Source: an optimization exercise on an open RTL-to-GDS flow (aim: small area). Production flows keep margins and buffers that such runs may drop. Where RTL was checked, it was by simulation tests only, not by an equivalence proof against the original. The RTL of runs 3 and 4 was laid out without a check of its function. Power and IR drop assume default switching activity.

### flow/run.sh
#!/bin/bash
# synth_recipe.tcl (not shown) runs the flow's synth.tcl, then flattens the netlist and writes it again
# the make line also repeats each setting of config.mk as NAME=value (left out here)
make -C /OpenROAD-flow-scripts/flow DESIGN_CONFIG=/design/flow/config.mk WORK_HOME=/design/flow/orfs CLKGATE_MAP_FILE= SYNTH_SCRIPT=/design/flow/synth_recipe.tcl finish
### flow/config.mk
export PLATFORM = sky130hd
export DESIGN_NAME = Top_module
export DESIGN_NICKNAME = Top_module
export VERILOG_FILES = /design/flow/design.v
export SDC_FILE = /design/flow/constraint.sdc
export NUM_CORES = 4
export LEC_CHECK = 0
export CAP_MARGIN = 20
export CORE_MARGIN = 2
export CORE_UTILIZATION = 40
export SLEW_MARGIN = 20
### flow/design.v
`timescale 1ns / 1ps
module Top_module(
	input clk,
	input rstbt,
	output [8:0] aio,
	output [2:0] bo,
	input bi,
	output [17:0] mem_addr,
	input [5:0] mem_data_in,
	output [5:0] mem_data_out,
	output mem_wen,
	output mem_lbn,
	output sram_csn,
	output sram_oen,
	output sdram_csn
    );
	wire rst = ~rstbt;
	reg [10:0] hc;		 
	reg [9:0] vc;		 
	wire hc_end = hc[10] & hc[4];					 
	wire vc_end = vc[9] & vc[7] & vc[4] & vc[3] & vc[1];	 
	always @(posedge clk)
		if (rst) begin
			hc <= 11'd1;
			vc <= 10'd1;
		end else if (hc_end) begin
			hc <= 11'd1;
			vc <= vc_end ? 10'd1 : vc + 1'b1;
		end else
			hc <= hc + 1'b1;
	wire vrow = (vc <= 10'd600);
	wire visible = vrow && (hc >= 11'd200) && (hc <= 11'd603);
	wire write = vrow && (hc >= 11'd690) && (hc <= 11'd790);
	assign aio[0] = 1'b0;
	assign aio[6:1] = visible ? mem_data_in : 6'd0;
	assign aio[7] = (vc >= 10'd638) && (vc <= 10'd643);
	assign aio[8] = (hc >= 11'd857) && (hc <= 11'd976);
	assign mem_addr = {5'b0, vc[9:2], write ? hc[6:0] : hc[8:2]};
	assign mem_wen = ~write;
	assign mem_lbn = ~(visible | write);
	assign sram_csn = ~(visible | write);
	assign sram_oen = ~(visible | write);
	assign sdram_csn = 1'b1;
	reg [9:0] acnt;		 
	reg sclk;
	reg [4:0] n;		 
	reg [1:0] act;		 
	reg [7:0] tilt;
	wire a_end = (acnt == 10'd999);
	always @(posedge clk)
		if (rst) begin
			acnt <= 10'd0;
			sclk <= 1'b0;
			n <= 5'd0;
			act <= 2'd0;
			tilt <= 8'd0;
		end else if (a_end) begin
			acnt <= 10'd0;
			sclk <= ~sclk;
			if (sclk) begin
				if (n == 5'd19) begin
					n <= 5'd0;
					if (act != 2'd3) act <= act + 1'b1;
				end else
					n <= n + 1'b1;
			end else begin
				case (n)
					5'd11: tilt[7] <= bi & act[1];
					5'd12: tilt[6] <= bi & act[1];
					5'd13: tilt[5] <= bi & act[1];
					5'd14: tilt[4] <= bi & act[1];
					5'd15: tilt[3] <= bi & act[1];
					5'd16: tilt[2] <= bi & act[1];
					5'd17: tilt[1] <= bi & act[1];
					5'd18: tilt[0] <= bi & act[1];
					default: ;
				endcase
			end
		end else
			acnt <= acnt + 1'b1;
	reg mosi;
	wire [5:0] addr = (act == 2'd0) ? 6'h2D : (act == 2'd1) ? 6'h31 : 6'h34;
	always @(*)
		case (n)
			5'd3: mosi = act[1];
			5'd5: mosi = addr[5];
			5'd6: mosi = addr[4];
			5'd7: mosi = addr[3];
			5'd8: mosi = addr[2];
			5'd9: mosi = addr[1];
			5'd10: mosi = addr[0];
			5'd15: mosi = (act == 2'd0);
			5'd18, 5'd19: mosi = (act == 2'd1);
			5'd0, 5'd1, 5'd2: mosi = (act == 2'd2);
			default: mosi = 1'b0;
		endcase
	wire ncs = (n == 5'd0) | (n == 5'd1);
	wire sclk_en = (n == 5'd0) | (n == 5'd1) | (n == 5'd2);
	assign bo = {sclk_en | sclk, mosi, ncs};
	wire left = tilt[7] & (tilt[6:0] <= 7'd96);
	wire right = ~tilt[7] & (tilt[6:0] >= 7'd32);
	reg [12:0] tcnt;		 
	wire tick = tcnt[12];
	reg [6:0] bq;			 
	reg [6:0] bh;			 
	reg up;
	reg [1:0] uc;
	reg over;
	reg [5:0] P;			 
	reg [1:0] lo;			 
	reg [3:0] Q;			 
	reg [13:0] hi;			 
	reg [6:0] Bo, B0, B1, B2, B3;	 
	reg [6:0] rc;			 
	reg [6:0] rq;			 
	wire hz = (hi == 14'd0);
	wire ge12 = ~hz | (Q >= 4'd12);
	wire s0 = hz & (Q == 4'd0) & (lo == 2'd0);
	wire s01 = hz & (Q == 4'd0) & (lo[1] == 1'b0);
	wire [3:0] m3 = ge12 ? 4'd11 : Q;
	wire rc_end = (rc == {1'b1, 1'b0, m3, 1'b0});
	always @(posedge clk) begin
		if (rst) rc <= 7'd7;
		else if (rc_end) rc <= 7'd7;
		else rc <= rc + 1'b1;
		rq <= rc;
	end
	function [3:0] mfun(input [3:0] q, input b, input g12);
		mfun = g12 ? 4'd11 : (q == 4'd0) ? 4'd0 : q - b;
	endfunction
	wire [6:0] cK = hc[6:0] + 7'd83;		 
	wire [7:0] r8 = {1'b0, vc[9:2]};
	wire [7:0] Gp = r8 - {2'b0, P};			 
	wire sel0 = (Gp >= 8'd95) && (Gp <= 8'd99);
	wire sel1 = (Gp >= 8'd59) && (Gp <= 8'd63);
	wire sel2 = (Gp >= 8'd23) && (Gp <= 8'd27);
	wire selo = ~s0 && (Gp >= 8'd131) && (Gp <= 8'd135);
	wire sel3 = (P >= 6'd13) ? ((Gp >= 8'd243) && (Gp <= 8'd247)) : (vc[9:2] <= 8'd4);
	wire [6:0] Bsel = ({7{sel0}} & B0) | ({7{sel1}} & B1) | ({7{sel2}} & B2) | ({7{selo}} & Bo) | ({7{sel3}} & B3);
	wire bsel = (sel2 & (lo < 2'd1)) | (sel1 & (lo < 2'd2)) | (sel0 & (lo < 2'd3)) | selo;
	wire [3:0] msel = mfun(Q, bsel, ge12);
	wire [1:0] kmod = sel2 ? 2'd1 : sel1 ? 2'd2 : sel0 ? 2'd3 : 2'd0;	 
	wire qok = hz & (selo ? ((Q >= 4'd2) && (Q <= 4'd12)) : ((Q >= 4'd1) && (Q <= 4'd11)));
	wire dsel = qok & (lo == kmod);			 
	wire w48 = (sel0 & s0) | (selo & s01);
	wire [5:0] wsel = w48 ? 6'd48 : 6'd20 - {2'b0, msel};
	wire [7:0] t2 = {1'b0, cK} - {1'b0, Bsel} - {7'b0, dsel & ~sel3};
	wire [6:0] lim = {wsel, dsel & sel3};
	wire green = (sel0 | sel1 | sel2 | selo | sel3) & ~t2[7] & (t2[6:0] <= lim);
	wire [7:0] g = Gp - {1'b0, bq};			 
	wire [6:0] dh = cK - bh;				 
	wire h1 = (dh == 7'd127) | (dh == 7'd0) | (dh == 7'd1);
	wire h3 = (dh >= 7'd125) | (dh <= 7'd3);
	wire h4 = (dh >= 7'd124) | (dh <= 7'd4);
	wire ball = ((g == 8'd252 || g == 8'd5) & h1) |
	            ((g == 8'd253 || g == 8'd254 || g == 8'd3 || g == 8'd4) & h3) |
	            ((g == 8'd255 || g <= 8'd2) & h4);
	wire strip = (vc <= 10'd39) && (cK >= 7'd10) && (cK <= 7'd100);
	wire nrm = ~over & ~strip;
	assign mem_data_out[0] = over | (~strip & ~green & ball);
	assign mem_data_out[1] = nrm & ~green & ball;
	assign mem_data_out[2] = nrm & (green | ~ball);
	assign mem_data_out[3] = nrm & green;
	assign mem_data_out[4] = nrm & ~green & ~ball;
	assign mem_data_out[5] = nrm & ~green & ~ball;
	wire at1 = (bq == 7'd53);
	wire at0 = (bq == 7'd89);
	wire [6:0] Bl = at1 ? B1 : B0;
	wire bl = at1 ? (lo < 2'd2) : (lo < 2'd3);
	wire [3:0] ml = mfun(Q, bl, ge12);
	wire dl = hz & (Q >= 4'd1) & (Q <= 4'd11) & (lo == (at1 ? 2'd2 : 2'd3));
	wire [5:0] wl = (~at1 & s0) ? 6'd48 : 6'd20 - {2'b0, ml};
	wire [7:0] u = {1'b0, bh} + 8'd2 - {1'b0, Bl} - {7'b0, dl};
	wire onp = ~u[7] & (u[6:0] <= {wl + 6'd2, 1'b0});
	wire land = ~up & ~(bq >= 7'd114) & at1 & onp;
	wire bounce = ~up & ~(bq >= 7'd114) & at0 & onp;
	wire scroll = (P <= 6'd35);
	wire s_top = hz & (Q == 4'd0) & (lo == 2'd0);
	reg [2:0] dsum;	 
	always @(*) begin
		if (up) begin
			if (bq <= 7'd41) dsum = 3'd0;
			else if (bq <= 7'd49) dsum = 3'b111;	 
			else if (bq <= 7'd65) dsum = 3'b110;	 
			else dsum = 3'b101;			 
		end else begin
			if (bq >= 7'd114 || land || bounce) dsum = 3'd0;
			else if (bq >= 7'd65) dsum = 3'd3;
			else if (bq >= 7'd49) dsum = 3'd2;
			else dsum = 3'd1;
		end
	end
	wire s_max = (lo == 2'd0) && (Q == 4'd0) && (hi == 14'd8192);
	always @(posedge clk) begin
		if (rst) begin
			tcnt <= 13'd0;
			bq <= 7'd89;
			bh <= 7'd54;
			up <= 1'b1;
			uc <= 2'd0;
			over <= 1'b0;
			P <= 6'd35;
			lo <= 2'd0;
			Q <= 4'd0;
			hi <= 14'd0;
			B0 <= 7'd7;
			Bo <= 7'd7;
			B1 <= 7'd9;
			B2 <= 7'd44;
			B3 <= 7'd14;
		end else if (tick) begin
			tcnt <= 13'd0;
			if (up && bq <= 7'd41) begin
				if (uc == 2'd3) begin
					uc <= 2'd0;
					up <= 1'b0;
				end else
					uc <= uc + 1'b1;
			end
			if (~up && bq >= 7'd114) over <= 1'b1;
			if (bounce) up <= 1'b1;
			if (land) begin
				up <= 1'b1;
				{hi, Q, lo} <= {hi, Q, lo} + 1'b1;
				if (s_max) over <= 1'b1;
				Bo <= B0;
				B0 <= B1;
				B1 <= B2;
				B2 <= B3;
				B3 <= rq;
				P <= 6'd0;
				bq <= 7'd89;
			end else begin
				if (scroll) P <= P + 1'b1;
				bq <= bq + {{4{dsum[2]}}, dsum} - {6'd0, scroll};
			end
			if (left && bh > 7'd10) bh <= bh - 1'b1;
			if (right && bh < 7'd99) bh <= bh + 1'b1;
		end else
			tcnt <= tcnt + 1'b1;
	end
endmodule
### flow/constraint.sdc
create_clock -name core_clock -period 10.0 [get_ports {clk}]
set_input_delay 2.0000 -clock core_clock [delete_from_list [all_inputs] [get_ports {clk}]]
set_output_delay 2.0000 -clock core_clock [all_outputs]
set_load 0.01 [all_outputs]
==> results of run 1 <==
-- cell usage after synthesis, types with 10 or more instances --
cell type                  count
sky130_fd_sc_hd__o21a_1       16
sky130_fd_sc_hd__a21o_1       14
sky130_fd_sc_hd__nor3_1       25
sky130_fd_sc_hd__nand2b_1     29
sky130_fd_sc_hd__xor2_1       38
sky130_fd_sc_hd__fa_1         10
sky130_fd_sc_hd__inv_1       101
sky130_fd_sc_hd__nor4_1       16
sky130_fd_sc_hd__mux2i_1      19
sky130_fd_sc_hd__nor2b_1      14
sky130_fd_sc_hd__o21ai_0      65
sky130_fd_sc_hd__buf_4        19
sky130_fd_sc_hd__nand3_1      96
sky130_fd_sc_hd__ha_1        106
sky130_fd_sc_hd__or3_1        19
sky130_fd_sc_hd__a21oi_1      74
sky130_fd_sc_hd__clkbuf_1     59
sky130_fd_sc_hd__and3_1       19
sky130_fd_sc_hd__a22oi_1      19
sky130_fd_sc_hd__nor2_1      117
sky130_fd_sc_hd__xnor2_1      46
sky130_fd_sc_hd__dfxtp_1     153
sky130_fd_sc_hd__nand2_1     154
sky130_fd_sc_hd__nand4_1      15
-- cell usage in the layout, fill, tap and decap left out, types with 10 or more instances in the layout --
cell	n
sky130_fd_sc_hd__nand2_1	154
sky130_fd_sc_hd__dfxtp_1	153
sky130_fd_sc_hd__nor2_1	117
sky130_fd_sc_hd__ha_1	106
sky130_fd_sc_hd__inv_1	101
sky130_fd_sc_hd__nand3_1	96
sky130_fd_sc_hd__a21oi_1	74
sky130_fd_sc_hd__o21ai_0	65
sky130_fd_sc_hd__xnor2_1	46
sky130_fd_sc_hd__clkdlybuf4s50_1	43
sky130_fd_sc_hd__xor2_1	38
sky130_fd_sc_hd__nand2b_1	29
sky130_fd_sc_hd__nor3_1	24
sky130_fd_sc_hd__a22oi_1	19
sky130_fd_sc_hd__mux2i_1	19
sky130_fd_sc_hd__or3_1	19
sky130_fd_sc_hd__and3_1	19
sky130_fd_sc_hd__clkbuf_16	17
sky130_fd_sc_hd__o21a_1	16
sky130_fd_sc_hd__nor4_1	15
sky130_fd_sc_hd__nand4_1	15
sky130_fd_sc_hd__a21o_1	14
sky130_fd_sc_hd__nor2b_1	14
sky130_fd_sc_hd__fa_1	10
sky130_fd_sc_hd__buf_4	10
-- critical path, delay by kind of cell, from the launching register on --
| kind | cells | cell delay (ps) |
|---|---|---|
| buffers and inverters | 5 | 970 |
| AOI/OAI and AO/OA | 10 | 1670 |
| DFF | 1 | 480 |
| adders and majority gates | 5 | 1310 |
| and+or+nand+nor | 8 | 1820 |
| xor gates and xnor gates | 2 | 430 |
-- cell type report --
| cell class | count | area, um^2 |
|---|---|---|
| fillers | 2687 | 14800 |
| multi-input cells | 1075 | 7240 |
| flip-flops and latches | 153 | 3060 |
| repair buffers | 54 | 510 |
| clock buffers | 20 | 467 |
| well taps | 341 | 427 |
| inverters | 103 | 387 |
| clock inverters | 12 | 153 |
-- metrics by stage --
stage | instances | setup WS [ps] | hold slack [ps]
3_5_place_dp | 1726 | 1360 | 385
2_1_floorplan | 1415 | 2220 | 359
6_report | 1758 | 866 | 388
5_1_grt | 1758 | 326 | 407
4_1_cts | 1758 | 885 | 394
3_3_place_gp | 1726 | 1520 | 374
-- registers in the layout, summed over array words and instances, names as in the netlist, 8 cells and up --
register and flops:
acnt 10, hc 11, hi 14, tcnt 13, tilt 8, vc 10
-- worst min-delay path by stage --
stage	startpoint	endpoint	slack, ps	cells past startpoint
6_report	rc[6]	rq[6]	390	0
5_1_grt	rc[5]	rq[5]	410	0
4_1_cts	rc[6]	rq[6]	390	0
3_5_place_dp	rc[6]	rq[6]	380	0
3_3_place_gp	rc[6]	rq[6]	370	0
2_1_floorplan	rc[6]	rq[6]	360	0
-- where the power goes --
group | total (mW) | leakage [nW] | internal (mW) | switching [mW]
Sequential | 0.636 | 1.24 | 0.621 | 0.0150
Combinational | 0.167 | 3.49 | 0.0695 | 0.0973
Clock | 0.688 | 0.300 | 0.397 | 0.292
-- per-layer routing --
| layer | share of wire [%] | track usage (%) |
|---|---|---|
| met5 | 0 | 0 |
| met4 | 1.6 | 5.02 |
| met3 | 4.8 | 4.35 |
| met2 | 45 | 31.1 |
| met1 | 48 | 25.7 |
-- cell families after synthesis --
family	Yosys count	share of synthesized area (%)
buffers and inverters	187	7.01
flip-flops	153	27.7
other	2	0.0680
AO/OA/AOI/OAI	290	17.4
multiplexers	28	2.64
AND/OR/NAND/NOR	550	24.4
XOR/XNOR	86	7.01
adder cells (fa/ha/maj)	116	13.8
==> results.txt, run 1 <==
WORST SETUP PATH
--------------------------------------------------------------------------------
Standard cell with the maximum stage delay on the critical path     sky130_fd_sc_hd__or4_1
Kind of start point of the critical path                                    flop
Critical Path End                                                   mem_data_out[1]
Kind of end point of the critical path                               output port
Cell count of the worst reg-to-reg path                                       31
Maximum net fanout on the critical path                                       12
Start point of the critical path                                            P[0]
Internal reg-to-reg setup slack                                          2910 ps
Data required, critical path                                             8000 ps
Reg-to-Reg Start                                                           hi[0]
Delay of the slowest cell on the worst path                               550 ps
Critical R2R Capture                                                       bq[6]
Setup Crit Path Kind                                                flop to output port
Critical Path AT                                                         7130 ps

YOSYS
--------------------------------------------------------------------------------
Synth top area cells                                                sky130_fd_sc_hd__dfxtp_1 28%, sky130_fd_sc_hd__ha_1 12%, sky130_fd_sc_hd__nand2_1 5.2%, sky130_fd_sc_hd__nand3_1 4.3%, sky130_fd_sc_hd__nor2_1 4.0%
Number of synthesized flops with an enable pin                                 0
Per-instance average area after synthesis                              7.83 um^2
Gate count of the mapped netlist                                            1412
Most frequently used flop master after synthesis                    sky130_fd_sc_hd__dfxtp_1
Sequential cell area fraction in the yosys report                          27.7%
Warnings from Yosys                                                            1
Yosys top cell by area                                              sky130_fd_sc_hd__dfxtp_1
Post-synth cell types                                                         84
FFs w/ async S/R, synth                                                       0%
Summed instance area of the synthesized netlist                       11100 um^2
Number of flip-flops and latches in the synthesized netlist                  153
Area share of the leading cell type in the synthesized netlist             27.7%

PLACE
--------------------------------------------------------------------------------
Final weighted congestion in routability-driven placement                  0.866
Number of buffers inserted by port buffering                                  44
Placed Area                                                           11600 um^2
Half-perimeter wire length of the detailed placement result             19600 um

DIE
--------------------------------------------------------------------------------
Number of placement rows                                                      60
Number of top-level design ports                                              50
CORE AREA                                                             27000 um^2
Chip width                                                                170 um
Total die area                                                        29000 um^2
Vertical extent of the die                                                170 um
Initial standard-cell utilization of the core                              40.9%

FINAL LAYOUT
--------------------------------------------------------------------------------
Finished Cell Area                                                    12200 um^2
Count of nets after finishing                                               1529
Share of layout cells above drive strength 1                               5.22%
Final design utilization                                                   45.3%
Area growth, synth to finish                                               10.8%
Number of antenna diodes                                                       0

ROUTE
--------------------------------------------------------------------------------
Vias per cell                                                               5.46
Post-detailed-route count of antenna-violating nets                            0
Iteration-0 DRC count of the detailed router                                 562
Detailed Routing Iterations Pass 1                                             5
Overall routed net length                                               26700 um
DRC viols                                                                      0
Wire length per cell after detailed routing                              15.2 um
Via count                                                                   9603

RUN STATUS
--------------------------------------------------------------------------------
Result of the run                                                   complete, no violations

CLOCKING
--------------------------------------------------------------------------------
Setup repair bufs after CTS                                                    0
Clock Sink Count                                                             153
Clock tree from TritonCTS                                                   done
Maximum number of buffers from clock root to sink                              2
Clock insertion delay at the later pin of the skew report                 440 ps
Post-cts repair resize count                                                   0
Root cell of the clock tree                                         sky130_fd_sc_hd__clkbuf_16
Number of buffers created by CTS                                              17
CTS H-Tree Depth                                                               4
Clock Pin Slew Worst Setup and Hold Paths                                  70 ps
Cts hold-fix bufs                                                              0

STA
--------------------------------------------------------------------------------
Endpoints failing setup                                                        0
Final Hold Viols                                                               0
Clock tree skew after final layout                                       10.9 ps
Unrepaired setup endpoints after global routing                            false
Period utilisation layout                                                  91.3%
Sum Neg Setup Slack                                                         0 ps
Max-slew violation total from the final report                                 0
Relative slew margins                                                      34.8%
Maximum clock frequency                                                0.109 GHz
Tightest Pin Transition                                                   970 ps
Post-layout min period                                                   9130 ps

PWR
--------------------------------------------------------------------------------
Leakage power                                                            5.03 nW
Peak supply drop                                                       0.0850 mV
Total power after layout                                                 1.49 mW
Power density of the placed cells                                    122 nW/um^2

GRT
--------------------------------------------------------------------------------
Leftover overflow at the end of global routing                                 0
Number of antenna violations at the first check in global routing              0
Via count of the first global-routing pass                                  9013
Largest net degree at the start of global routing                             66
Total track usage                                                          19.2%
First-pass GRT wire length                                              45300 um

JOB
--------------------------------------------------------------------------------
Max cap viols                                                                  0

WORST HOLD PATH
--------------------------------------------------------------------------------
Path type of the worst min-delay path                               flop to flop

==> inputs of run 2 (changes only) <==
--- a/flow/design.v
+++ b/flow/design.v
@@ -17,2 +17,33 @@
 	wire rst = ~rstbt;
+	function [7:0] rsub8(input [7:0] a, input [7:0] b, input bin);	 
+		integer i; reg c; reg [7:0] r;
+		begin
+			c = ~bin;
+			for (i = 0; i < 8; i = i + 1) begin
+				r[i] = a[i] ^ ~b[i] ^ c;
+				c = (a[i] & ~b[i]) | (a[i] & c) | (~b[i] & c);
+			end
+			rsub8 = r;
+		end
+	endfunction
+	function [7:0] radd8(input [7:0] a, input [7:0] b, input cin);	 
+		integer i; reg c; reg [7:0] r;
+		begin
+			c = cin;
+			for (i = 0; i < 8; i = i + 1) begin
+				r[i] = a[i] ^ b[i] ^ c;
+				c = (a[i] & b[i]) | (a[i] & c) | (b[i] & c);
+			end
+			radd8 = r;
+		end
+	endfunction
+	function rle7(input [6:0] a, input [6:0] b);	 
+		integer i; reg c;
+		begin
+			c = 1'b1;
+			for (i = 0; i < 7; i = i + 1)
+				c = (~a[i] & b[i]) | (~a[i] & c) | (b[i] & c);
+			rle7 = c;
+		end
+	endfunction
 	reg [10:0] hc;		 
@@ -48,3 +79,4 @@
 	reg [7:0] tilt;
-	wire a_end = (acnt == 10'd999);
+	wire a_end = (acnt == 10'd690);	 
+	wire [9:0] acnt_nx = {acnt[8:0], ~(acnt[9] ^ acnt[6])};
 	always @(posedge clk)
@@ -79,3 +111,3 @@
 		end else
-			acnt <= acnt + 1'b1;
+			acnt <= acnt_nx;
 	reg mosi;
@@ -102,3 +134,4 @@
 	reg [12:0] tcnt;		 
-	wire tick = tcnt[12];
+	wire tick = (tcnt == 13'd5427);	 
+	wire [12:0] tcnt_nx = {tcnt[11:0], ~(tcnt[12] ^ tcnt[3] ^ tcnt[2] ^ tcnt[0])};
 	reg [6:0] bq;			 
@@ -132,3 +165,3 @@
 	wire [7:0] r8 = {1'b0, vc[9:2]};
-	wire [7:0] Gp = r8 - {2'b0, P};			 
+	wire [7:0] Gp = rsub8(r8, {2'b0, P}, 1'b0);			 
 	wire sel0 = (Gp >= 8'd95) && (Gp <= 8'd99);
@@ -146,7 +179,8 @@
 	wire [5:0] wsel = w48 ? 6'd48 : 6'd20 - {2'b0, msel};
-	wire [7:0] t2 = {1'b0, cK} - {1'b0, Bsel} - {7'b0, dsel & ~sel3};
+	wire [7:0] t2 = rsub8({1'b0, cK}, {1'b0, Bsel}, dsel & ~sel3);
 	wire [6:0] lim = {wsel, dsel & sel3};
-	wire green = (sel0 | sel1 | sel2 | selo | sel3) & ~t2[7] & (t2[6:0] <= lim);
-	wire [7:0] g = Gp - {1'b0, bq};			 
-	wire [6:0] dh = cK - bh;				 
+	wire green = (sel0 | sel1 | sel2 | selo | sel3) & ~t2[7] & rle7(t2[6:0], lim);
+	wire [7:0] g = rsub8(Gp, {1'b0, bq}, 1'b0);			 
+	wire [7:0] dh8 = rsub8({1'b0, cK}, {1'b0, bh}, 1'b0);
+	wire [6:0] dh = dh8[6:0];				 
 	wire h1 = (dh == 7'd127) | (dh == 7'd0) | (dh == 7'd1);
@@ -172,4 +206,4 @@
 	wire [5:0] wl = (~at1 & s0) ? 6'd48 : 6'd20 - {2'b0, ml};
-	wire [7:0] u = {1'b0, bh} + 8'd2 - {1'b0, Bl} - {7'b0, dl};
-	wire onp = ~u[7] & (u[6:0] <= {wl + 6'd2, 1'b0});
+	wire [7:0] u = rsub8(radd8({1'b0, bh}, 8'd2, 1'b0), {1'b0, Bl}, dl);
+	wire onp = ~u[7] & rle7(u[6:0], {wl + 6'd2, 1'b0});
 	wire land = ~up & ~(bq >= 7'd114) & at1 & onp;
@@ -192,3 +226,5 @@
 	end
-	wire s_max = (lo == 2'd0) && (Q == 4'd0) && (hi == 14'd8192);
+	wire s_max = (lo == 2'd0) && (Q == 4'd0) && (hi == 14'd11557);	 
+	wire [2:0] delta = dsum - {2'b0, scroll};		 
+	wire [7:0] bqn = radd8({1'b0, bq}, {{5{delta[2]}}, delta}, 1'b0);
 	always @(posedge clk) begin
@@ -223,3 +259,4 @@
 				up <= 1'b1;
-				{hi, Q, lo} <= {hi, Q, lo} + 1'b1;
+				{Q, lo} <= {Q, lo} + 1'b1;
+				if ({Q, lo} == 6'd63) hi <= {hi[12:0], ~(hi[13] ^ hi[4] ^ hi[2] ^ hi[0])};
 				if (s_max) over <= 1'b1;
@@ -234,3 +271,3 @@
 				if (scroll) P <= P + 1'b1;
-				bq <= bq + {{4{dsum[2]}}, dsum} - {6'd0, scroll};
+				bq <= bqn[6:0];
 			end
@@ -239,3 +276,3 @@
 		end else
-			tcnt <= tcnt + 1'b1;
+			tcnt <= tcnt_nx;
 	end
==> run 2 against run 1 <==
Effect of this change: still clean; non-clock buffer count increased by 36; clock power decreased by 5.7%; cell count decreased by 10%; largest power group unchanged; highest routed layer unchanged.
==> results.txt, run 2 <==
YOSYS
------------------------------------------------------------------------------------------
Share of synthesized cell area in full adder, half adder and majority cells          13.7%   -0.14 points
Gate count of the mapped netlist                                                      1204   -15%
FFs w/ async S/R, synth                                                                 0%   unchanged
Yosys top cell by area                                                        sky130_fd_sc_hd__dfxtp_1
Combinational family with the most area after synthesis                       simple AND/OR/NAND/NOR gates
Sequential cell area fraction in the yosys report                                    31.1%   +3.4 points
Synth top area cells                                                          sky130_fd_sc_hd__dfxtp_1 31%, sky130_fd_sc_hd__nand2_1 7.9%, sky130_fd_sc_hd__fa_1 7.3%, sky130_fd_sc_hd__ha_1 6.2%, sky130_fd_sc_hd__a21oi_1 3.6%
Synthesized-area fraction occupied by ao, oa, aoi and oai cells                      14.5%   -2.9 points
Most frequently used flop master after synthesis                              sky130_fd_sc_hd__dfxtp_1
Warnings from Yosys                                                                      1   unchanged
Mux contribution to synthesized area                                                 3.45%   +0.81 points
Simple-Gate Fraction of Synth Area                                                   25.0%   +0.63 points
Most instantiated library cell after synthesis                                sky130_fd_sc_hd__nand2_1
Post-synth cell types                                                                   78   -7.1%
Number of flip-flops and latches in the synthesized netlist                            153   unchanged
Area share of the leading cell type in the synthesized netlist                       31.1%   +3.4 points
Number of synthesized flops with an enable pin                                           0   unchanged
Per-instance average area after synthesis                                        8.17 um^2   +4.4%
Top cells by count, synth                                                     207 x sky130_fd_sc_hd__nand2_1, 153 x sky130_fd_sc_hd__dfxtp_1, 87 x sky130_fd_sc_hd__nor2_1
Summed instance area of the synthesized netlist                                  9840 um^2   -11%
Xor/xnor share of the synthesized area                                               5.84%   -1.2 points

PLACE
------------------------------------------------------------------------------------------
Placed instance count                                                                 1537   -11%
Final weighted congestion in routability-driven placement                            0.878   +1.4%
Post-place setup slack                                                             -734 ps   -2100 ps
Number of buffers inserted by port buffering                                            44   unchanged
Placed Area                                                                     10600 um^2   -8.5%
Half-perimeter wire length of the detailed placement result                       17600 um   -10%

CLOCKING
------------------------------------------------------------------------------------------
CTS H-Tree Depth                                                                         4   unchanged
Number of buffers created by CTS                                                        17   unchanged
Clock Sink Count                                                                       153   unchanged
Maximum number of buffers from clock root to sink                                        2   unchanged
Clock Pin Slew Worst Setup and Hold Paths                                            70 ps   about the same
Cts hold-fix bufs                                                                        0   unchanged
Root cell of the clock tree                                                   sky130_fd_sc_hd__clkbuf_16
Clock insertion delay at the later pin of the skew report                           430 ps   about the same
Clock tree from TritonCTS                                                             done

PWR
------------------------------------------------------------------------------------------
Peak supply drop                                                                 0.0991 mV   +16%
Total power after layout                                                           1.35 mW   -9.5%
Leakage power                                                                      4.55 nW   -9.6%
Power density of the placed cells                                              119 nW/um^2   -2.5%

FINAL LAYOUT
------------------------------------------------------------------------------------------
Number of antenna diodes                                                                 0   unchanged
Count of nets after finishing                                                         1331   -13%
Area growth, synth to finish                                                         15.4%
Largest registers                                                             hi: 14 flops, tcnt: 13 flops, hc: 11 flops
Leading cell type in the layout, fill and taps excluded                       sky130_fd_sc_hd__nand2_1
Finished Cell Area                                                              11400 um^2   -7.2%
Max reg flops                                                                           14   unchanged
Final design utilization                                                             46.8%   +1.5 points
Filler-free cell count of the finished design                                         1574   -10%
Top library cells by usage in the layout, fill and taps aside                 207 x sky130_fd_sc_hd__nand2_1, 151 x sky130_fd_sc_hd__dfxtp_1, 87 x sky130_fd_sc_hd__nor2_1
Share of layout cells above drive strength 1                                         10.6%   +5.4 points
Register with the highest flop count                                                    hi

WORST SETUP PATH
------------------------------------------------------------------------------------------
Data required, critical path                                                       8000 ps   about the same
Critical Path AT                                                                   7810 ps   +680 ps
CP dominant cell by count                                                     sky130_fd_sc_hd__fa_2
Kind of start point of the critical path                                              flop
Reg-to-Reg Start                                                                     bq[5]
Setup Crit Path Kind                                                          flop to output port
Start point of the critical path                                                     vc[2]
Kind of end point of the critical path                                         output port
Delay of the slowest cell on the worst path                                         510 ps   -40 ps
Maximum net fanout on the critical path                                                  3   -9
Critical R2R Capture                                                                 bq[5]
Cell count of the worst reg-to-reg path                                                 28   -9.7%
Internal reg-to-reg setup slack                                                    1500 ps   -1410 ps
Standard cell with the maximum stage delay on the critical path               sky130_fd_sc_hd__fa_1

GRT
------------------------------------------------------------------------------------------
First-pass GRT wire length                                                        40100 um   -11%
Total track usage                                                                    19.1%   -0.053 points
Largest net degree at the start of global routing                                       68   +3.0%
Leftover overflow at the end of global routing                                           0   unchanged
Via count of the first global-routing pass                                            7916   -12%
Number of antenna violations at the first check in global routing                        0   unchanged

ROUTE
------------------------------------------------------------------------------------------
DRC viols                                                                                0   unchanged
Via count                                                                             8471   -12%
Wire length per cell after detailed routing                                        15.5 um   +1.9%
Detailed Routing Iterations Pass 1                                                       6   +1
Post-detailed-route count of antenna-violating nets                                      0   unchanged
Overall routed net length                                                         24400 um   -8.8%
Vias per cell                                                                         5.38   -1.5%
Iteration-0 DRC count of the detailed router                                           666   +19%

STA
------------------------------------------------------------------------------------------
Worst hold slack across all endpoints                                               387 ps   -1.56 ps
Period utilisation layout                                                            98.1%   +6.8 points
Sum Neg Setup Slack                                                                   0 ps   unchanged
Worst setup slack after layout                                                      188 ps   -678 ps
Relative slew margins                                                                25.7%   -9.0 points
Maximum clock frequency                                                          0.102 GHz   -6.9%
Max-slew violation total from the final report                                           0   unchanged
Final Hold Viols                                                                         0   unchanged
Post-layout min period                                                             9810 ps   +678 ps
Tightest Pin Transition                                                            1100 ps   +133 ps
Unrepaired setup endpoints after global routing                                       true
Clock tree skew after final layout                                                 12.6 ps   +1.68 ps
Endpoints failing setup                                                                  0   unchanged

RUN STATUS
------------------------------------------------------------------------------------------
Result of the run                                                             complete, no violations

WORST HOLD PATH
------------------------------------------------------------------------------------------
Number of cells on the worst hold path                                                   0   unchanged
Worst Min Path Start                                                                 rc[6]
WHS Endpoint                                                                         rq[6]
Path type of the worst min-delay path                                         flop to flop

DIE
------------------------------------------------------------------------------------------
Number of top-level design ports                                                        50   unchanged
Chip width                                                                          161 um   -5.5%
Number of placement rows                                                                57   -5.0%
Vertical extent of the die                                                          161 um   -5.5%
Initial standard-cell utilization of the core                                        40.6%   -0.31 points
CORE AREA                                                                       24200 um^2   -10%
Total die area                                                                  25900 um^2   -11%

JOB
------------------------------------------------------------------------------------------
Max cap viols                                                                            0   unchanged

-- run 2: repair_timing --
item	in CTS	in global routing
endpoints found under the hold margin	0	0
setup buffers	5	0
setup endpoints to repair	6	6
gates resized for setup	30	24
pin swaps	6	8
-- run 2: critical path: cells and delay by family (launching register included) --
kind                     cells  cell delay (ps)
buffers and inverters        4              300
XOR/XNOR                     1              120
flip-flops                   1              320
AND/OR/NAND/NOR              3              720
AO/OA/AOI/OAI                7             1390
adder cells (fa/ha/maj)     13             4500
-- run 2: worst max-delay path by stage --
stage | end | cells past startpoint | slack (ps)
floorplan | mem_data_out[5] | 30 | 9
global placement | mem_data_out[5] | 28 | -530
CTS | mem_data_out[4] | 28 | 3
detailed placement | mem_data_out[5] | 28 | -730
global route | mem_data_out[0] | 28 | -110
finish | mem_data_out[0] | 28 | 190
-- run 2: layer usage --
metal / vias to the layer above / wire length, um / global-route usage [%]
met5: - / 0 / 0
met4: 0 / 491 / 6.29
met3: 36 / 1060 / 3.18
met2: 185 / 11600 / 32.1
met1: 4036 / 11200 / 25.1
li1: 4214 / - / -
-- run 2: cells by family after synthesis --
logic type / count (synthesis)
other: 2
AND/OR/NAND/NOR: 508
flip-flops: 153
XOR/XNOR: 64
AO/OA/AOI/OAI: 214
buffers and inverters: 144
multiplexers: 33
adder cells (fa/ha/maj): 86
-- run 2: final cells by class --
type / instances / area [um^2]
repair buffers: 90 / 757
clock buffers: 18 / 429
inverters: 65 / 244
clock inverters: 14 / 163
fillers: 2364 / 12900
multi-input cells: 910 / 6290
well taps: 324 / 405
flip-flops and latches: 153 / 3070
-- run 2: where the power goes --
group	total (mW)	internal (mW)	switching, mW
Sequential	0.631	0.619	0.0120
Combinational	0.0686	0.0284	0.0402
Clock	0.649	0.354	0.295
Total	1.35	1.00	0.347
==> inputs of run 3 (changes only) <==
--- a/flow/design.v
+++ b/flow/design.v
@@ -52,11 +52,8 @@
 	wire vc_end = vc[9] & vc[7] & vc[4] & vc[3] & vc[1];	 
-	always @(posedge clk)
-		if (rst) begin
-			hc <= 11'd1;
-			vc <= 10'd1;
-		end else if (hc_end) begin
-			hc <= 11'd1;
-			vc <= vc_end ? 10'd1 : vc + 1'b1;
-		end else
-			hc <= hc + 1'b1;
+	wire [9:0] vc_nx = rst ? 10'd1 : hc_end ? (vc_end ? 10'd1 : vc + 1'b1) : vc;
+	always @(posedge clk) begin
+		vc <= vc_nx;
+		if (rst | hc_end) hc <= 11'd1;
+		else hc <= hc + 1'b1;
+	end
 	wire vrow = (vc <= 10'd600);
@@ -142,2 +139,3 @@
 	reg [5:0] P;			 
+	wire [5:0] P_nx;
 	reg [1:0] lo;			 
@@ -165,3 +163,3 @@
 	wire [7:0] r8 = {1'b0, vc[9:2]};
-	wire [7:0] Gp = rsub8(r8, {2'b0, P}, 1'b0);			 
+	reg [7:0] Gp;
 	wire sel0 = (Gp >= 8'd95) && (Gp <= 8'd99);
@@ -228,2 +226,7 @@
 	wire [2:0] delta = dsum - {2'b0, scroll};		 
+	assign P_nx = rst ? 6'd35 : (tick & land) ? 6'd0 : (tick & scroll) ? P + 1'b1 : P;
+	always @(posedge clk) begin
+		P <= P_nx;
+		Gp <= rsub8({1'b0, vc_nx[9:2]}, {2'b0, P_nx}, 1'b0);
+	end
 	wire [7:0] bqn = radd8({1'b0, bq}, {{5{delta[2]}}, delta}, 1'b0);
@@ -237,3 +240,2 @@
 			over <= 1'b0;
-			P <= 6'd35;
 			lo <= 2'd0;
@@ -267,6 +269,4 @@
 				B3 <= rq;
-				P <= 6'd0;
 				bq <= 7'd89;
 			end else begin
-				if (scroll) P <= P + 1'b1;
 				bq <= bqn[6:0];
==> run 3 against run 2 <==
Effect of this change: clock-buffer cell count shrank 1; first-iteration DRC count is 21% higher; non-clock buffer count is 34 lower; largest cell class unchanged; still clean on timing, DRC and antenna.
==> results.txt, run 3 <==
YOSYS
--------------------------------------------------------------------------------
FFs w/ async S/R, synth                                                       0%   unchanged
Per-instance average area after synthesis                              8.17 um^2   about the same
Area share of the leading cell type in the synthesized netlist             31.3%   +0.21 points
Most frequently used flop master after synthesis                    sky130_fd_sc_hd__dfxtp_1
Yosys top cell by area                                              sky130_fd_sc_hd__dfxtp_1
Synth top area cells                                                sky130_fd_sc_hd__dfxtp_1 31%, sky130_fd_sc_hd__fa_1 7.0%, sky130_fd_sc_hd__ha_1 6.0%, sky130_fd_sc_hd__nand3_1 4.9%, sky130_fd_sc_hd__nand2_1 4.5%
Summed instance area of the synthesized netlist                       10300 um^2   +4.5%
Post-synth cell types                                                         79   +1.3%
Number of synthesized flops with an enable pin                                 0   unchanged
Warnings from Yosys                                                            1   unchanged
Gate count of the mapped netlist                                            1259   +4.6%
Number of flip-flops and latches in the synthesized netlist                  161   +5.2%
Sequential cell area fraction in the yosys report                          31.3%   +0.21 points
Most instantiated library cell after synthesis                      sky130_fd_sc_hd__dfxtp_1
Top cells by count, synth                                           161 x sky130_fd_sc_hd__dfxtp_1, 123 x sky130_fd_sc_hd__nand2_1, 101 x sky130_fd_sc_hd__nand3_1

GRT
--------------------------------------------------------------------------------
Leftover overflow at the end of global routing                                 0   unchanged
Via count of the first global-routing pass                                  8513   +7.5%
Largest net degree at the start of global routing                             68   unchanged
Total track usage                                                          20.3%   +1.2 points
First-pass GRT wire length                                              44100 um   +9.9%
Number of antenna violations at the first check in global routing              0   unchanged

FINAL LAYOUT
--------------------------------------------------------------------------------
Top library cells by usage in the layout, fill and taps aside       161 x sky130_fd_sc_hd__dfxtp_1, 123 x sky130_fd_sc_hd__nand2_1, 101 x sky130_fd_sc_hd__nand3_1
Largest registers                                                   hi: 14 flops, tcnt: 13 flops, hc: 11 flops
Share of layout cells above drive strength 1                               6.19%   -4.5 points
Max reg flops                                                                 14   unchanged
Number of antenna diodes                                                       0   unchanged
Register with the highest flop count                                          hi
Leading cell type in the layout, fill and taps excluded             sky130_fd_sc_hd__dfxtp_1
Layout filler cell count                                                    2485   +5.1%
Area growth, synth to finish                                               11.5%
Count of nets after finishing                                               1342   +0.83%

STA
--------------------------------------------------------------------------------
Endpoints failing setup                                                        0   unchanged
Unrepaired setup endpoints after global routing                            false
Sum Neg Setup Slack                                                         0 ps   unchanged
Period utilisation layout                                                  90.7%   -7.4 points
Max-slew violation total from the final report                                 0   unchanged
Final Hold Viols                                                               0   unchanged
Tightest Pin Transition                                                  1030 ps   -76.1 ps
Maximum clock frequency                                                0.110 GHz   +8.2%
Post-layout min period                                                   9070 ps   -744 ps
Clock tree skew after final layout                                       15.5 ps   +2.93 ps
Relative slew margins                                                      31.4%   +5.7 points

CLOCKING
--------------------------------------------------------------------------------
Maximum number of buffers from clock root to sink                              2   unchanged
Root cell of the clock tree                                         sky130_fd_sc_hd__clkbuf_16
Post-cts repair resize count                                                   0   -100%
Clock insertion delay at the later pin of the skew report                 430 ps   about the same
Clock Pin Slew Worst Setup and Hold Paths                                  70 ps   about the same
Number of buffers created by CTS                                              17   unchanged
Setup repair bufs after CTS                                                    0   -5
Clock tree from TritonCTS                                                   done
Clock Sink Count                                                             161   +5.2%
Cts hold-fix bufs                                                              0   unchanged
CTS H-Tree Depth                                                               4   unchanged

DIE
--------------------------------------------------------------------------------
Initial standard-cell utilization of the core                              40.8%   +0.26 points
CORE AREA                                                             25200 um^2   +3.8%
Vertical extent of the die                                                164 um   +2.2%
Chip width                                                                164 um   +2.2%
Number of top-level design ports                                              50   unchanged
Total die area                                                        27000 um^2   +4.4%
Number of placement rows                                                      58   +1.8%

ROUTE
--------------------------------------------------------------------------------
Via count                                                                   8954   +5.7%
Vias per cell                                                               5.63   +4.6%
DRC viols                                                                      0   unchanged
Iteration-0 DRC count of the detailed router                                 809   +21%
Wire length per cell after detailed routing                              16.8 um   +8.7%
Overall routed net length                                               26800 um   +9.9%
Detailed Routing Iterations Pass 1                                             8   +2
Post-detailed-route count of antenna-violating nets                            0   unchanged

WORST SETUP PATH
--------------------------------------------------------------------------------
Maximum net fanout on the critical path                                        9   +6
Start point of the critical path                                            P[1]
Cell count of the worst reg-to-reg path                                       30   +7.1%
Setup Crit Path Kind                                                flop to output port
Critical Path End                                                   mem_data_out[2]
Data required, critical path                                             8000 ps   about the same
Critical R2R Capture                                                       Gp[7]
Kind of end point of the critical path                               output port
Critical Path AT                                                         7070 ps   -740 ps
Reg-to-Reg Start                                                           bq[2]
Internal reg-to-reg setup slack                                          1590 ps   +90 ps
Kind of start point of the critical path                                    flop

WORST HOLD PATH
--------------------------------------------------------------------------------
Number of cells on the worst hold path                                         0   unchanged
Path type of the worst min-delay path                               flop to flop

PWR
--------------------------------------------------------------------------------
Peak supply drop                                                        0.101 mV   +1.8%
Total power after layout                                                 1.41 mW   +4.9%
Power density of the placed cells                                    123 nW/um^2   +3.9%
Leakage power                                                            4.43 nW   -2.5%

RUN STATUS
--------------------------------------------------------------------------------
Result of the run                                                   complete, no violations

PLACE
--------------------------------------------------------------------------------
Half-perimeter wire length of the detailed placement result             18900 um   +7.3%
Number of buffers inserted by port buffering                                  44   unchanged
Final weighted congestion in routability-driven placement                  0.913   +4.0%

JOB
--------------------------------------------------------------------------------
Max cap viols                                                                  0   unchanged

-- run 3: cell types whose count changed in the layout (fill, tap and decap cells not counted), sizes merged, moves of 9 or more --
cell and change:
o211ai -9, or2 +9, a21oi +9, nand3 +51
o21ai +56, nand2 -83, inv +16, mux2i -14
nor2 -13, buf -37
-- run 3: per-layer routing --
metal  track usage [%]  share of wire [%]
met5                 0                  0
met4              6.70                2.1
met3              3.51                5.2
met2              32.0                 46
met1              28.2                 47
-- run 3: per-stage QoR --
step                      setup WS (ps)  utilization (%)  area (um^2)  std cells  hold WS (ps)
after floorplan                    2320                -        10300       1262           329
after global placement             1540             43.1        10800       1559           377
after detailed placement           1410             43.1        10800       1559           373
after CTS                           926             45.5        11500       1591           395
after global routing                605             45.5        11500       1591           401
final                               932             45.5        11500       1591           394
-- run 3: worst min-delay path by stage --
| stage | startpoint | end | slack (ps) |
|---|---|---|---|
| after floorplan | rc[2] | rq[2] | 330 |
| after global placement | rc[6] | rq[6] | 380 |
| after detailed placement | rc[6] | rq[6] | 370 |
| after CTS | rc[6] | rq[6] | 400 |
| after global routing | rc[6] | rq[6] | 400 |
| final | rc[6] | rq[6] | 390 |
-- run 3: layout make-up --
type	instances	area (um^2)	share of cell area [%]
sequential	161	3220	28.1
tap	330	413	3.60
multi-input combinational	932	6390	55.7
clock buffer	17	425	3.71
timing repair buffer	56	526	4.58
clock inverter	15	191	1.67
inverter	80	300	2.62
-- run 3: kinds of logic after synthesis --
family / count (synthesis) / share of synthesized area (%)
other: 2 / 0.0730
buffers and inverters: 169 / 7.01
AND/OR/NAND/NOR: 470 / 23.5
XOR/XNOR: 66 / 5.62
adder cells (fa/ha/maj): 87 / 13.2
multiplexers: 18 / 1.82
AO/OA/AOI/OAI: 286 / 17.5
flip-flops: 161 / 31.3
-- run 3: worst max-delay path, cell delays in order, from the launching register on --
cell and delay [ps]:
sky130_fd_sc_hd__dfxtp_1 360, sky130_fd_sc_hd__inv_1 80, sky130_fd_sc_hd__ha_1 170, sky130_fd_sc_hd__nand2b_1 130, sky130_fd_sc_hd__a311o_1 390, sky130_fd_sc_hd__nand4_1 90, sky130_fd_sc_hd__o31ai_1 80, sky130_fd_sc_hd__buf_4 190
sky130_fd_sc_hd__or4_1 550, sky130_fd_sc_hd__fa_1 400, sky130_fd_sc_hd__fa_1 390, sky130_fd_sc_hd__fa_1 390, sky130_fd_sc_hd__fa_1 380, sky130_fd_sc_hd__fa_1 390, sky130_fd_sc_hd__fa_1 380, sky130_fd_sc_hd__fa_1 460
sky130_fd_sc_hd__maj3_1 370, sky130_fd_sc_hd__a311oi_1 470, sky130_fd_sc_hd__o31ai_1 220, sky130_fd_sc_hd__a21oi_1 180, sky130_fd_sc_hd__clkdlybuf4s50_1 550
-- run 3: power by group --
group / internal (mW) / switching [mW] / total, mW / leakage, nW
Sequential: 0.651 / 0.0131 / 0.664 / 1.30
Combinational: 0.0296 / 0.0421 / 0.0717 / 2.83
Clock: 0.360 / 0.319 / 0.679 / 0.300
==> inputs of run 4 (changes only) <==
==> flow/flow/run.sh (new file) <==
#!/bin/bash
# Own flow: the standard layout, with the combinational logic of the standard
# synthesis re-mapped for area by ABC. Registers (instances, names, cell types)
# are those of the standard synthesis.
set -euo pipefail
WORK=$(pwd)
R=$WORK/orfs/results/$FLOW_PLATFORM/Top_module/base
LIB=$FLOW_HOME/platforms/$FLOW_PLATFORM/lib/sky130_fd_sc_hd__tt_025C_1v80.lib
YOSYS=$FLOW_HOME/../tools/install/yosys/bin/yosys
[ -x "$YOSYS" ] || YOSYS=yosys

# 1. standard synthesis
bash standard.sh synth > $WORK/1_standard_synth.log 2>&1

# 2. re-map the combinational logic for area
mkdir -p $WORK/remap
cp $R/1_2_yosys.v $WORK/remap/standard.v
DONT_USE=""
for c in $(grep -o "\-dont_use [^ ]*" $WORK/orfs/logs/$FLOW_PLATFORM/Top_module/base/1_2_yosys.log | awk '{print $2}' | sort -u); do
  DONT_USE="$DONT_USE -dont_use $c"
done
REMAP_LIB=$LIB REMAP_DONT_USE="$DONT_USE" REMAP_IN=$WORK/remap/standard.v REMAP_TOP=$FLOW_TOP \
  REMAP_SCRIPT=$WORK/flow/remap.abc REMAP_OUT=$WORK/remap/remapped.v \
  $YOSYS -c $WORK/flow/remap.tcl > $WORK/2_remap.log 2>&1

# 3. the standard layout of the re-mapped netlist
bash standard.sh clean_synth > $WORK/3_clean_synth.log 2>&1
bash standard.sh SYNTH_NETLIST_FILES=$WORK/remap/remapped.v finish > $WORK/4_layout.log 2>&1
==> flow/flow/remap.abc (new file) <==
strash
&get -n
&deepsyn -T 30
&put
dch -f
map -a
topo
==> flow/flow/remap.tcl (new file) <==
# Re-map the combinational logic of the standard synthesis netlist for area.
# Registers stay as they are (same instances, names and cell types).
yosys -import
set lib $::env(REMAP_LIB)
set dont_use $::env(REMAP_DONT_USE)
read_liberty -ignore_miss_func $lib
read_verilog $::env(REMAP_IN)
hierarchy -check -top $::env(REMAP_TOP)
# registers and clock cells keep their hierarchy (they are not re-mapped)
foreach pat {sky130_fd_sc_hd__df* sky130_fd_sc_hd__edf* sky130_fd_sc_hd__sdf* sky130_fd_sc_hd__dl* sky130_fd_sc_hd__sedf*} {
  catch { setattr -mod -set keep_hierarchy 1 $pat }
}
flatten
opt_clean -purge
techmap
opt -fast -purge
abc -liberty $lib {*}$dont_use -script $::env(REMAP_SCRIPT)
opt_clean -purge
splitnets
opt_clean -purge
hilomap -singleton -hicell sky130_fd_sc_hd__conb_1 HI -locell sky130_fd_sc_hd__conb_1 LO
insbuf -buf sky130_fd_sc_hd__buf_4 A X
opt_clean -purge
select -module $::env(REMAP_TOP)
stat -liberty $lib
write_verilog -noattr -nohex -nodec -selected $::env(REMAP_OUT)
==> flow/standard.sh (new file) <==
#!/bin/bash
# synth_recipe.tcl (not shown) runs the flow's synth.tcl, then flattens the netlist and writes it again
# the make line also repeats each setting of config.mk as NAME=value (left out here)
make -C /OpenROAD-flow-scripts/flow DESIGN_CONFIG=/design/flow/config.mk WORK_HOME=/design/flow/orfs CLKGATE_MAP_FILE= SYNTH_SCRIPT=/design/flow/synth_recipe.tcl "${@:-finish}"
removed: flow/run.sh
==> run 4 against run 3 <==
Effect of this change: combinational power fell by 16%; register-to-register slack improved by 2200 ps; clock power is 4.6% lower; highest routed layer unchanged; still clean; clock skew down 3.0 ps; largest power group is now registers.
==> results.txt, run 4 <==
RUN STATUS
--------------------------------------------------------------------------------
Result of the run                                                   complete, no violations

PLACE
--------------------------------------------------------------------------------
Half-perimeter wire length of the detailed placement result             17000 um   -10%
Final weighted congestion in routability-driven placement                  0.884   -3.1%
Number of buffers inserted by port buffering                                  44   unchanged

STA
--------------------------------------------------------------------------------
Relative slew margins                                                      31.3%   -0.10 points
Clock tree skew after final layout                                       12.5 ps   -2.97 ps
Unrepaired setup endpoints after global routing                            false
Tightest Pin Transition                                                  1030 ps   -0.0566 ps
Maximum clock frequency                                                0.129 GHz   +17%
Sum Neg Setup Slack                                                         0 ps   unchanged
Max-slew violation total from the final report                                 0   unchanged
Final Hold Viols                                                               0   unchanged
Post-layout min period                                                   7760 ps   -1310 ps
Period utilisation layout                                                  77.6%   -13 points
Endpoints failing setup                                                        0   unchanged

WORST SETUP PATH
--------------------------------------------------------------------------------
Delay of the slowest cell on the worst path                               540 ps   about the same
Data required, critical path                                             8000 ps   about the same
Critical Path AT                                                         5760 ps   -1310 ps
Kind of start point of the critical path                                    flop
Start point of the critical path                                            Q[2]
Maximum net fanout on the critical path                                        7   -2
Kind of end point of the critical path                               output port
Reg-to-Reg Start                                                           bq[4]
Setup Crit Path Kind                                                flop to output port
Standard cell with the maximum stage delay on the critical path     sky130_fd_sc_hd__clkdlybuf4s50_1
CP dominant cell by count                                           sky130_fd_sc_hd__clkinv_1

DIE
--------------------------------------------------------------------------------
Initial standard-cell utilization of the core                              41.0%   +0.15 points
Total die area                                                        22900 um^2   -15%
Vertical extent of the die                                                151 um   -8.0%
Number of placement rows                                                      53   -8.6%
Chip width                                                                151 um   -8.0%
Number of top-level design ports                                              50   unchanged
CORE AREA                                                             21200 um^2   -16%

PWR
--------------------------------------------------------------------------------
Seq pwr share                                                              48.1%   +1.2 points
Total power after layout                                                 1.36 mW   -3.6%
Power density of the placed cells                                    137 nW/um^2   +11%
Clock network fraction of total power                                      47.5%   -0.5 points
Part of the power in combinational logic                                    4.4%   -0.7 points
Leakage power                                                            3.55 nW   -20%
Peak supply drop                                                        0.104 mV   +3.6%
Net Switching                                                           0.342 mW   -8.5%
Switching power share of the total                                         25.1%   -1.3 points
Internal portion of total power                                          1.02 mW   -1.9%

CLOCKING
--------------------------------------------------------------------------------
Number of buffers created by CTS                                              17   unchanged
Clock Pin Slew Worst Setup and Hold Paths                                  70 ps   about the same
Clock insertion delay at the later pin of the skew report                 430 ps   about the same
Setup repair bufs after CTS                                                    0   unchanged
Clock tree from TritonCTS                                                   done
Post-cts repair resize count                                                   0   unchanged
CTS H-Tree Depth                                                               4   unchanged
Maximum number of buffers from clock root to sink                              2   unchanged
Root cell of the clock tree                                         sky130_fd_sc_hd__clkbuf_16
Cts hold-fix bufs                                                              0   unchanged
Clock Sink Count                                                             161   unchanged

ROUTE
--------------------------------------------------------------------------------
Detailed Routing Iterations Pass 1                                             5   -3
Iteration-0 DRC count of the detailed router                                 479   -41%
Vias per cell                                                               5.13   -8.9%
DRC viols                                                                      0   unchanged
Post-detailed-route count of antenna-violating nets                            0   unchanged
Via count                                                                   8477   -5.3%
Wire length per cell after detailed routing                              13.6 um   -19%
Overall routed net length                                               22500 um   -16%

JOB
--------------------------------------------------------------------------------
Max cap viols                                                                  0   unchanged

GRT
--------------------------------------------------------------------------------
GR Layer Usage met2                                                        33.1%   +1.1 points
Met1 usage                                                                 27.4%   -0.86 points
Number of antenna violations at the first check in global routing              0   unchanged
Via count of the first global-routing pass                                  7591   -11%
Global-route met3 utilization                                              3.73%   +0.22 points
First-pass GRT wire length                                              37100 um   -16%
Layer carrying the most global-route usage                                  met2
Total track usage                                                          20.4%   +0.029 points
Leftover overflow at the end of global routing                                 0   unchanged
Largest net degree at the start of global routing                             35   -49%

YOSYS
--------------------------------------------------------------------------------
Per-instance average area after synthesis                              6.62 um^2   -19%
Gate count of the mapped netlist                                            1310   +4.1%
Warnings from Yosys                                                            0   -1
Summed instance area of the synthesized netlist                        8670 um^2   -16%

FINAL LAYOUT
--------------------------------------------------------------------------------
Leading cell type in the layout, fill and taps excluded             sky130_fd_sc_hd__nor2_1
Top library cells by usage in the layout, fill and taps aside       243 x sky130_fd_sc_hd__nor2_1, 238 x sky130_fd_sc_hd__clkinv_1, 170 x sky130_fd_sc_hd__nand2_1
Register with the highest flop count                                          hi
Share of layout cells above drive strength 1                               4.35%   -1.8 points
Number of antenna diodes                                                       0   unchanged
Area growth, synth to finish                                               15.0%
Largest registers                                                   hi: 14 flops, tcnt: 13 flops, hc: 11 flops
Layout filler cell count                                                    2177   -12%
Max reg flops                                                                 14   unchanged
Count of nets after finishing                                               1375   +2.5%

WORST HOLD PATH
--------------------------------------------------------------------------------
Worst Min Path Start                                                       rc[1]
Path type of the worst min-delay path                               flop to flop

==> run 4: changes by cell type in the layout (fill, tap and decap cells not counted), sizes merged, moves of 16 or more <==
cell    change
o21ai      +17
fa         -36
o22ai      +35
and3       -16
nor2      +167
nand2      +46
nand3      -48
clkinv    +236
xnor2      -23
ha         -49
inv        -79
and2       -25
==> run 4: area by class of cell <==
type | instances | area, um^2 | share of cell area (%)
clock buffers | 18 | 429 | 4.30
inverters | 238 | 893 | 8.96
repair buffers | 50 | 485 | 4.87
multi-input cells | 898 | 4450 | 44.6
well taps | 275 | 344 | 3.45
flip-flops and latches | 161 | 3220 | 32.3
clock inverters | 14 | 148 | 1.48
==> run 4: final timing paths <==
kind                     endpoint  slack [ps]  depth (start not counted)
setup reg to reg            bq[6]        3820                         32
hold / removal              rq[1]         370                          0
hold reg to reg             rq[1]         370                          0
setup / recovery  mem_data_out[2]        2240                         32
==> run 4: stage by stage <==
| stage | utilization (%) | cell area (um^2) | hold slack (ps) | instances | setup WS [ps] |
|---|---|---|---|---|---|
| 4_1_cts | 47.1 | 9970 | 375 | 1654 | 2220 |
| 3_5_place_dp | 44.4 | 9390 | 366 | 1622 | 2710 |
| 3_3_place_gp | 44.4 | 9390 | 364 | 1622 | 2910 |
| 5_1_grt | 47.1 | 9970 | 381 | 1654 | 1560 |
| 2_1_floorplan | - | 8680 | 355 | 1313 | 3760 |
| 6_report | 47.1 | 9970 | 373 | 1654 | 2240 |
==> run 4: layer usage <==
layer,up-vias,wire (um)
li1,4487,-
met1,3781,11000
met2,178,10100
met3,31,1060
met4,0,396
met5,-,0
==> run 4: worst max-delay path: cells and delay by family (launching register included) <==
kind	cells	cell delay (ps)
AOI/OAI and AO/OA	8	1170
and+or+nand+nor	17	2490
DFF	1	360
buffers and inverters	7	1300
==> run 4: power by group through the flow <==
| stage | registers (mW) | logic (mW) | clock network (mW) |
|---|---|---|---|
| after CTS | 0.655 | 0.0602 | 0.664 |
| final | 0.655 | 0.0601 | 0.648 |
| after global routing | 0.656 | 0.0682 | 0.692 |
| after global placement | 0.670 | 0.0595 | 0 |
| after floorplan | 0.667 | 0.0421 | 0 |
| after detailed placement | 0.670 | 0.0599 | 0 |
==> inputs of run 5 (changes only) <==
--- a/flow/design.v
+++ b/flow/design.v
@@ -169,13 +169,23 @@
 	wire sel3 = (P >= 6'd13) ? ((Gp >= 8'd243) && (Gp <= 8'd247)) : (vc[9:2] <= 8'd4);
-	wire [6:0] Bsel = ({7{sel0}} & B0) | ({7{sel1}} & B1) | ({7{sel2}} & B2) | ({7{selo}} & Bo) | ({7{sel3}} & B3);
-	wire bsel = (sel2 & (lo < 2'd1)) | (sel1 & (lo < 2'd2)) | (sel0 & (lo < 2'd3)) | selo;
+	wire at1 = (bq == 7'd53);
+	wire at0 = (bq == 7'd89);
+	wire gs0 = write ? sel0 : ~at1;
+	wire gs1 = write ? sel1 : at1;
+	wire gs2 = write & sel2;
+	wire gso = write & selo;
+	wire gs3 = write & sel3;
+	wire [6:0] Bsel = ({7{gs0}} & B0) | ({7{gs1}} & B1) | ({7{gs2}} & B2) | ({7{gso}} & Bo) | ({7{gs3}} & B3);
+	wire bsel = (gs2 & (lo < 2'd1)) | (gs1 & (lo < 2'd2)) | (gs0 & (lo < 2'd3)) | gso;
 	wire [3:0] msel = mfun(Q, bsel, ge12);
-	wire [1:0] kmod = sel2 ? 2'd1 : sel1 ? 2'd2 : sel0 ? 2'd3 : 2'd0;	 
-	wire qok = hz & (selo ? ((Q >= 4'd2) && (Q <= 4'd12)) : ((Q >= 4'd1) && (Q <= 4'd11)));
+	wire [1:0] kmod = gs2 ? 2'd1 : gs1 ? 2'd2 : gs0 ? 2'd3 : 2'd0;	 
+	wire qok = hz & (gso ? ((Q >= 4'd2) && (Q <= 4'd12)) : ((Q >= 4'd1) && (Q <= 4'd11)));
 	wire dsel = qok & (lo == kmod);			 
-	wire w48 = (sel0 & s0) | (selo & s01);
-	wire [5:0] wsel = w48 ? 6'd48 : 6'd20 - {2'b0, msel};
-	wire [7:0] t2 = rsub8({1'b0, cK}, {1'b0, Bsel}, dsel & ~sel3);
-	wire [6:0] lim = {wsel, dsel & sel3};
-	wire green = (sel0 | sel1 | sel2 | selo | sel3) & ~t2[7] & rle7(t2[6:0], lim);
+	wire w48 = (gs0 & s0) | (gso & s01);
+	wire [5:0] wsel = w48 ? (write ? 6'd48 : 6'd50) : (write ? 6'd20 : 6'd22) - {2'b0, msel};
+	wire [6:0] xa = write ? cK : bh;
+	wire [7:0] t2 = rsub8({1'b0, xa}, {1'b0, Bsel}, dsel & ~gs3);
+	wire [6:0] lim = {wsel, dsel & gs3};
+	wire green = (gs0 | gs1 | gs2 | gso | gs3) & ~t2[7] & rle7(t2[6:0], lim);
+	reg onp;
+	always @(posedge clk) if (~write) onp <= green;
 	wire [7:0] g = rsub8(Gp, {1'b0, bq}, 1'b0);			 
@@ -183,5 +193,5 @@
 	wire [6:0] dh = dh8[6:0];				 
-	wire h1 = (dh == 7'd127) | (dh == 7'd0) | (dh == 7'd1);
-	wire h3 = (dh >= 7'd125) | (dh <= 7'd3);
-	wire h4 = (dh >= 7'd124) | (dh <= 7'd4);
+	wire h1 = (dh >= 7'd125);
+	wire h3 = (dh >= 7'd123) | (dh <= 7'd1);
+	wire h4 = (dh >= 7'd122) | (dh <= 7'd2);
 	wire ball = ((g == 8'd252 || g == 8'd5) & h1) |
@@ -197,11 +207,2 @@
 	assign mem_data_out[5] = nrm & ~green & ~ball;
-	wire at1 = (bq == 7'd53);
-	wire at0 = (bq == 7'd89);
-	wire [6:0] Bl = at1 ? B1 : B0;
-	wire bl = at1 ? (lo < 2'd2) : (lo < 2'd3);
-	wire [3:0] ml = mfun(Q, bl, ge12);
-	wire dl = hz & (Q >= 4'd1) & (Q <= 4'd11) & (lo == (at1 ? 2'd2 : 2'd3));
-	wire [5:0] wl = (~at1 & s0) ? 6'd48 : 6'd20 - {2'b0, ml};
-	wire [7:0] u = rsub8(radd8({1'b0, bh}, 8'd2, 1'b0), {1'b0, Bl}, dl);
-	wire onp = ~u[7] & rle7(u[6:0], {wl + 6'd2, 1'b0});
 	wire land = ~up & ~(bq >= 7'd114) & at1 & onp;
@@ -236,3 +237,3 @@
 			bq <= 7'd89;
-			bh <= 7'd54;
+			bh <= 7'd56;
 			up <= 1'b1;
@@ -273,4 +274,4 @@
 			end
-			if (left && bh > 7'd10) bh <= bh - 1'b1;
-			if (right && bh < 7'd99) bh <= bh + 1'b1;
+			if (left && bh > 7'd12) bh <= bh - 1'b1;
+			if (right && bh < 7'd101) bh <= bh + 1'b1;
 		end else
==> run 5 against run 4 <==
Effect of this change: non-clock buffer count fell by 2; register-to-register slack improved by 240 ps; clock power rose by 6.2%; core utilization fell by 0.056 points; critical path depth rose by 1; sequential power rose by 0.6%; cell count fell by 7.4%.
==> results.txt, run 5 <==
RUN STATUS
--------------------------------------------------------------------------------
Result of the run                                                   complete, no violations

JOB
--------------------------------------------------------------------------------
Max cap viols                                                                  0   unchanged

WORST SETUP PATH
--------------------------------------------------------------------------------
Internal reg-to-reg setup slack                                          4060 ps   +240 ps
Critical R2R Capture                                                         onp
Standard cell with the maximum stage delay on the critical path     sky130_fd_sc_hd__clkdlybuf4s50_1
Kind of start point of the critical path                                    flop
Start point of the critical path                                           hc[0]
Maximum net fanout on the critical path                                       28   +21
Critical Path End                                                   mem_data_out[4]
Setup Crit Path Kind                                                flop to output port
Reg-to-Reg Start                                                           hc[0]
Critical Path AT                                                         6890 ps   +1130 ps

CLOCKING
--------------------------------------------------------------------------------
Number of buffers created by CTS                                              17   unchanged
Cts hold-fix bufs                                                              0   unchanged
CTS H-Tree Depth                                                               4   unchanged
Maximum number of buffers from clock root to sink                              2   unchanged
Clock insertion delay at the later pin of the skew report                 430 ps   about the same
Clock Sink Count                                                             162   +0.62%
Clock tree from TritonCTS                                                   done
Clock Pin Slew Worst Setup and Hold Paths                                  60 ps   about the same
Post-cts repair resize count                                                   0   unchanged

GRT
--------------------------------------------------------------------------------
Leftover overflow at the end of global routing                                 0   unchanged
Total track usage                                                          19.7%   -0.62 points
Number of antenna violations at the first check in global routing              0   unchanged
Via count of the first global-routing pass                                  7164   -5.6%
Largest net degree at the start of global routing                             35   unchanged

ROUTE
--------------------------------------------------------------------------------
DRC viols                                                                      0   unchanged
Vias per cell                                                               5.11   -0.21%
Post-detailed-route count of antenna-violating nets                            0   unchanged
Via count                                                                   7835   -7.6%
Wire length per cell after detailed routing                              13.4 um   -1.5%
Iteration-0 DRC count of the detailed router                                 408   -15%
Detailed Routing Iterations Pass 1                                             5   unchanged

PLACE
--------------------------------------------------------------------------------
Post-place setup slack                                                   1590 ps   -1120 ps
Final weighted congestion in routability-driven placement                  0.877   -0.75%
Placed Area                                                            8880 um^2   -5.4%
Half-perimeter wire length of the detailed placement result             15600 um   -8.4%
Placed instance count                                                       1503   -7.3%

STA
--------------------------------------------------------------------------------
Max-slew violation total from the final report                                 0   unchanged
Post-layout min period                                                   8890 ps   +1130 ps
Tightest Pin Transition                                                  1010 ps   -17.7 ps
Final Hold Viols                                                               0   unchanged
Relative slew margins                                                      32.5%   +1.2 points
Sum Neg Setup Slack                                                         0 ps   unchanged
Clock tree skew after final layout                                       14.2 ps   +1.64 ps
Endpoints failing setup                                                        0   unchanged
Unrepaired setup endpoints after global routing                            false

DIE
--------------------------------------------------------------------------------
Chip width                                                                147 um   -2.8%
Initial standard-cell utilization of the core                              40.6%   -0.43 points
Number of placement rows                                                      52   -1.9%
Number of top-level design ports                                              50   unchanged
Total die area                                                        21600 um^2   -5.5%
CORE AREA                                                             20200 um^2   -4.7%

FINAL LAYOUT
--------------------------------------------------------------------------------
Count of nets after finishing                                               1261   -8.3%
Largest registers                                                   hi: 14 flops, tcnt: 13 flops, hc: 11 flops
Register area                                                          3250 um^2   +0.93%
Finished Cell Area                                                     9490 um^2   -4.8%
Filler-free cell count of the finished design                               1532   -7.4%
Area growth, synth to finish                                               16.0%
Share of layout cells above drive strength 1                               3.57%   -0.79 points
Area of the multi-input gates                                          3990 um^2   -10%
Top library cells by usage in the layout, fill and taps aside       226 x sky130_fd_sc_hd__nor2_1, 221 x sky130_fd_sc_hd__clkinv_1, 161 x sky130_fd_sc_hd__dfxtp_1
Number of antenna diodes                                                       0   unchanged
Layout filler cell count                                                    2067   -5.1%

YOSYS
--------------------------------------------------------------------------------
Per-instance average area after synthesis                              6.83 um^2   +3.2%
Summed instance area of the synthesized netlist                        8180 um^2   -5.7%
Warnings from Yosys                                                            0   unchanged
Gate count of the mapped netlist                                            1198   -8.5%

WORST HOLD PATH
--------------------------------------------------------------------------------
Path type of the worst min-delay path                               flop to flop

PWR
--------------------------------------------------------------------------------
Leakage power                                                            3.33 nW   -6.3%
Peak supply drop                                                        0.113 mV   +8.5%

[run 5: worst min-delay path by stage]
stage | cells past startpoint | endpoint | slack, ps | start
2_1_floorplan | 0 | rq[6] | 340 | rc[6]
3_3_place_gp | 0 | rq[6] | 350 | rc[6]
3_5_place_dp | 0 | rq[6] | 340 | rc[6]
4_1_cts | 0 | rq[6] | 350 | rc[6]
5_1_grt | 0 | rq[6] | 360 | rc[6]
6_report | 0 | rq[6] | 350 | rc[6]
[run 5: area by class of cell]
type	instances	share of cell area, %
clock inverter	8	1.61
inverter	221	8.74
clock buffer	21	4.85
sequential	162	34.3
timing repair buffer	48	4.96
tap	270	3.56
multi-input combinational	802	42.0
[run 5: worst max-delay path, delay by kind of cell, from the launching register on]
kind | cells | cell delay, ps
buffers and inverters | 9 | 1980
DFF | 1 | 450
AOI/OAI and AO/OA | 4 | 1050
and+or+nand+nor | 20 | 2970
[run 5: stage by stage]
| stage | power (mW) | utilization (%) |
|---|---|---|
| detailed placement | 0.720 | 44.0 |
| CTS | 1.41 | 47.1 |
| finish | 1.39 | 47.1 |
| global route | 1.45 | 47.1 |
| floorplan | 0.703 | - |
| global placement | 0.719 | 44.0 |
[run 5: where the power goes]
| group | switching (mW) | internal (mW) |
|---|---|---|
| Clock | 0.259 | 0.429 |
| Sequential | 0.00551 | 0.654 |
| Combinational | 0.0312 | 0.0149 |
[run 5: metal layers]
metal | track usage (%) | part of all wire (%) | up-vias
met5 | 0 | 0 | -
met1 | 27.4 | 50 | 3542
met3 | 3.88 | 3.8 | 20
li1 | - | - | 4116
met4 | 5.14 | 1.5 | 0
met2 | 31.6 | 45 | 157

Re-timed with assumed drivers on the ports (clkbuf_16 on the clock, buf_2 on other inputs), run 5 has 1.068 ns of setup slack against 1.112 ns with ideal ports, and 1.534 ns once port delays also move by the mid clock arrival of 0.466 ns.
